Background: an optimization exercise with open tools, aiming at small area, a short achievable clock period and few clock cycles per item. Do not read the settings as production practice. RTL that was checked went through simulation tests only; none was proved equivalent to the original. No activity file was given, so power comes from the tool's default toggle rates.

## v25
==> flow/design.v (excerpt) <==
module dijkstra_mod(
    input clk,
    input rst,
    input start,
    input [7:0] src,
    input [7:0] dest,
    output reg path_ready,
    output reg [95:0] path
    );
  function [7:0] attach(input [7:0] c);
    begin
      attach = c;
      if (c[3:0] == 4'd0) attach[3:0] = 4'd1;
      else case (c[7:4])
        4'h0: attach[7:4] = 4'h1;
        4'h2: attach[7:4] = (c[3] | (c[2] & c[1])) ? 4'h1 : 4'h3;
        4'h4: attach[7:4] = 4'h3;
        4'h5: attach[7:4] = 4'h6;
        4'h7: attach[7:4] = 4'h6;
        4'h8: attach[7:4] = 4'h9;
        4'hA: attach[7:4] = (c[3] | (c[2] & c[1])) ? 4'hB : 4'h9;
        4'hC: attach[7:4] = 4'hB;
        default: ;
      endcase
    end
  endfunction
  function is_stub(input [7:0] c);
    is_stub = (c[3:0] == 4'd0) || !(c[7:4] == 4'h1 || c[7:4] == 4'h3 || c[7:4] == 4'h6 || c[7:4] == 4'h9 || c[7:4] == 4'hB);
  endfunction
  function [28:0] step(input [28:0] h, input [63:0] m);
    begin
      step[0] = h[1] & m[2] | h[5] & m[10];    
      step[1] = h[0] & m[0] | h[2] & m[4];    
      step[2] = h[1] & m[3] | h[3] & m[6];    
      step[3] = h[2] & m[5] | h[4] & m[8];    
      step[4] = h[3] & m[7] | h[18] & m[40];    
      step[5] = h[0] & m[1] | h[6] & m[13] | h[10] & m[21];    
      step[6] = h[5] & m[11] | h[7] & m[15];    
      step[7] = h[6] & m[14] | h[8] & m[17];    
      step[8] = h[7] & m[16] | h[9] & m[19];    
      step[9] = h[8] & m[18] | h[14] & m[30];    
      step[10] = h[5] & m[12] | h[11] & m[23] | h[19] & m[43];    
      step[11] = h[10] & m[22] | h[12] & m[26];    
      step[12] = h[11] & m[24] | h[13] & m[28];    
      step[13] = h[12] & m[27] | h[14] & m[31];    
  ...
clock: 20.0 ns
lec_check: 0
cap_margin: 20
core_margin: 2
core_utilization: 30
slew_margin: 20
synth_memory_max_bits: 65536
standard.sh (not shown) runs the stock make flow with config.mk's settings and CLKGATE_MAP_FILE= SYNTH_SCRIPT=/design/flow/synth_recipe.tcl, a recipe that flattens the netlist after the stock synthesis.
==> flow/flow/run.sh <==
#!/bin/bash
# Standard ORFS layout (the standard.sh), with timing repair asked to reach a
# larger setup slack than the clock needs, so the layout runs faster, and the
# smallest buffer cell for the port buffers.  The clock period, SDC and all
# other settings are the standard flow's.
set -euo pipefail
export SETUP_SLACK_MARGIN=15
export BUFFER_PORTS_ARGS="-buffer_cell sky130_fd_sc_hd__buf_1"
bash standard.sh > standard_flow.log 2>&1
Testbench counts of v25, summed over its fixed seeds: cycles 188, queries 64.
Relative to v25, the following input files were edited for v8:
-- flow/design.v --
<<< v25, line 181
  wire [63:0] m = preds(s_q);
  wire sstub = is_stub(s_q);
  wire [28:0] h [0:4];
  wire [7:0] c [1:4];
  wire [4:0] nz;
  wire first = busy && cur != s_q && is_stub(cur);
  assign h[0] = busy ? onehot(cur) : 29'd0;
>>> v8, line 181
  wire [63:0] m = preds(s_q);
  wire sstub = is_stub(s_q);
  wire [28:0] h [0:5];
  wire [7:0] c [1:5];
  wire [5:0] nz;
  wire first = busy && cur != s_q && is_stub(cur);
  assign h[0] = busy ? onehot(cur) : 29'd0;
<<< v25, line 190
  assign h[3] = step(h[2], m);
  assign h[4] = step(h[3], m);
  assign nz[0] = |h[0];
  assign nz[1] = |h[1];
>>> v8, line 190
  assign h[3] = step(h[2], m);
  assign h[4] = step(h[3], m);
  assign h[5] = step(h[4], m);
  assign nz[0] = |h[0];
  assign nz[1] = |h[1];
<<< v25, line 195
  assign nz[3] = |h[3];
  assign nz[4] = |h[4];
  assign c[1] = code(h[1]) | ((sstub && nz[0] && !nz[1]) ? s_q : 8'd0);
  assign c[2] = code(h[2]) | ((sstub && nz[1] && !nz[2]) ? s_q : 8'd0);
  assign c[3] = code(h[3]) | ((sstub && nz[2] && !nz[3]) ? s_q : 8'd0);
  assign c[4] = code(h[4]) | ((sstub && nz[3] && !nz[4]) ? s_q : 8'd0);
  wire fin = !nz[4] || c[4] == s_q || win == 2'd2;
  always @(posedge clk) begin
    cur <= busy ? c[4] : dest;
    win <= busy ? win + 2'd1 : 2'd0;
  end
  always @(posedge clk) begin
    if (rst) begin
>>> v8, line 196
  assign nz[3] = |h[3];
  assign nz[4] = |h[4];
  assign nz[5] = |h[5];
  assign c[1] = code(h[1]) | ((sstub && nz[0] && !nz[1]) ? s_q : 8'd0);
  assign c[2] = code(h[2]) | ((sstub && nz[1] && !nz[2]) ? s_q : 8'd0);
  assign c[3] = code(h[3]) | ((sstub && nz[2] && !nz[3]) ? s_q : 8'd0);
  assign c[4] = code(h[4]) | ((sstub && nz[3] && !nz[4]) ? s_q : 8'd0);
  assign c[5] = code(h[5]) | ((sstub && nz[4] && !nz[5]) ? s_q : 8'd0);
  wire fin = !nz[5] || c[5] == s_q || win == 2'd2;
  always @(posedge clk) begin
    if (rst) begin
<<< v25, line 213
        path_ready <= 1'b0;
        s_q <= src;
        path[7:0] <= dest;
        path[1*8 +: 8] <= c[1];
>>> v8, line 212
        path_ready <= 1'b0;
        s_q <= src;
        cur <= dest;
        win <= 2'd0;
        path[7:0] <= dest;
        path[1*8 +: 8] <= c[1];
<<< v25, line 218
        path[3*8 +: 8] <= c[3];
        path[4*8 +: 8] <= c[4];
        path[5*8 +: 8] <= c[1];
        path[6*8 +: 8] <= c[2];
        path[7*8 +: 8] <= c[3];
        path[8*8 +: 8] <= c[4];
        path[9*8 +: 8] <= c[1];
        path[10*8 +: 8] <= c[2];
        path[11*8 +: 8] <= c[3];
      end
    end else begin
      if (fin) begin
        busy <= 1'b0;
>>> v8, line 219
        path[3*8 +: 8] <= c[3];
        path[4*8 +: 8] <= c[4];
        path[5*8 +: 8] <= c[5];
        path[6*8 +: 8] <= c[1];
        path[7*8 +: 8] <= c[2];
        path[8*8 +: 8] <= c[3];
        path[9*8 +: 8] <= c[4];
        path[10*8 +: 8] <= c[5];
        path[11*8 +: 8] <= c[1];
      end
    end else begin
      cur <= c[5];
      win <= win + 2'd1;
      if (fin) begin
        busy <= 1'b0;
<<< v25, line 235
      if (win == 2'd0) path[3*8 +: 8] <= c[3];
      if (win == 2'd0) path[4*8 +: 8] <= c[4];
      if (win == 2'd1) path[5*8 +: 8] <= c[1];
      if (win == 2'd1) path[6*8 +: 8] <= c[2];
      if (win == 2'd1) path[7*8 +: 8] <= c[3];
      if (win == 2'd1) path[8*8 +: 8] <= c[4];
      if (win == 2'd2) path[9*8 +: 8] <= c[1];
      if (win == 2'd2) path[10*8 +: 8] <= c[2];
      if (win == 2'd2) path[11*8 +: 8] <= c[3];
    end
  end
>>> v8, line 238
      if (win == 2'd0) path[3*8 +: 8] <= c[3];
      if (win == 2'd0) path[4*8 +: 8] <= c[4];
      if (win == 2'd0) path[5*8 +: 8] <= c[5];
      if (win == 2'd1) path[6*8 +: 8] <= c[1];
      if (win == 2'd1) path[7*8 +: 8] <= c[2];
      if (win == 2'd1) path[8*8 +: 8] <= c[3];
      if (win == 2'd1) path[9*8 +: 8] <= c[4];
      if (win == 2'd1) path[10*8 +: 8] <= c[5];
      if (win == 2'd2) path[11*8 +: 8] <= c[1];
    end
  end
### Flow results
- Die area of v8 exceeds that of v25 by more than 10%.
- Going from v25 to v8, the register area was found to have gone up by about 2.8%.
- Compared with v25, v8 shows total power after layout that has gone up by more than a quarter.
- First-iteration DRC count: v8 and v25 compared, lower one is v25
- v25 → v8: net total in the final layout +about 30%; critical path required time +20 ps; routing usage on met3 +4.2 points; non-clock buffer count +about 90%.
- Final weighted congestion in routability-driven placement ends up higher on v25.
- Side by side, area growth from synthesis to layout turned out higher in v8 than in v25.
- Comparing v8 and v25, the lower clock distribution area overhead in the final layout was measured on v8.
- v25 → v8: post-route cell area shows an increase of 36%; worst-case setup margin in the final layout shows a reduction of 180 ps.
For v8, only the layout was checked, not whether the RTL still works.

==> re-timing with driven ports <==
How much do the figures lean on ideal ports? The routed layouts below were timed once more, with nothing changed but the port constraints.
Step 1 sets driving cells, clkbuf_16 on the clock port and buf_2 on the other inputs (assumed; they add their load-dependent delay and slew).
Step 2, shift: input delay + t, output delay - t, t = (earliest + latest rising clock arrival at the registers) / 2. This alone moves slack from input paths to output paths.
Slacks: ideal / step 1 / step 2; pairs: ideal / step 1.
run | t, ns | setup WS [ns] | worst setup path after step 2 | slew at the worst register clock pin (ns) | cell pins on the clock port's net
v25 | 0.473 | 14.977 / 14.968 / 14.522 | input to register | 0.08 / 0.08 | 1
v8 | 0.490 | 14.801 / 14.801 / 14.699 | input to register | 0.06 / 0.06 | 1
After both steps setup and hold are still met in every run listed. The setup slack of v25, which loses most, moves by -0.009 ns with the drivers and by -0.455 ns with both steps.
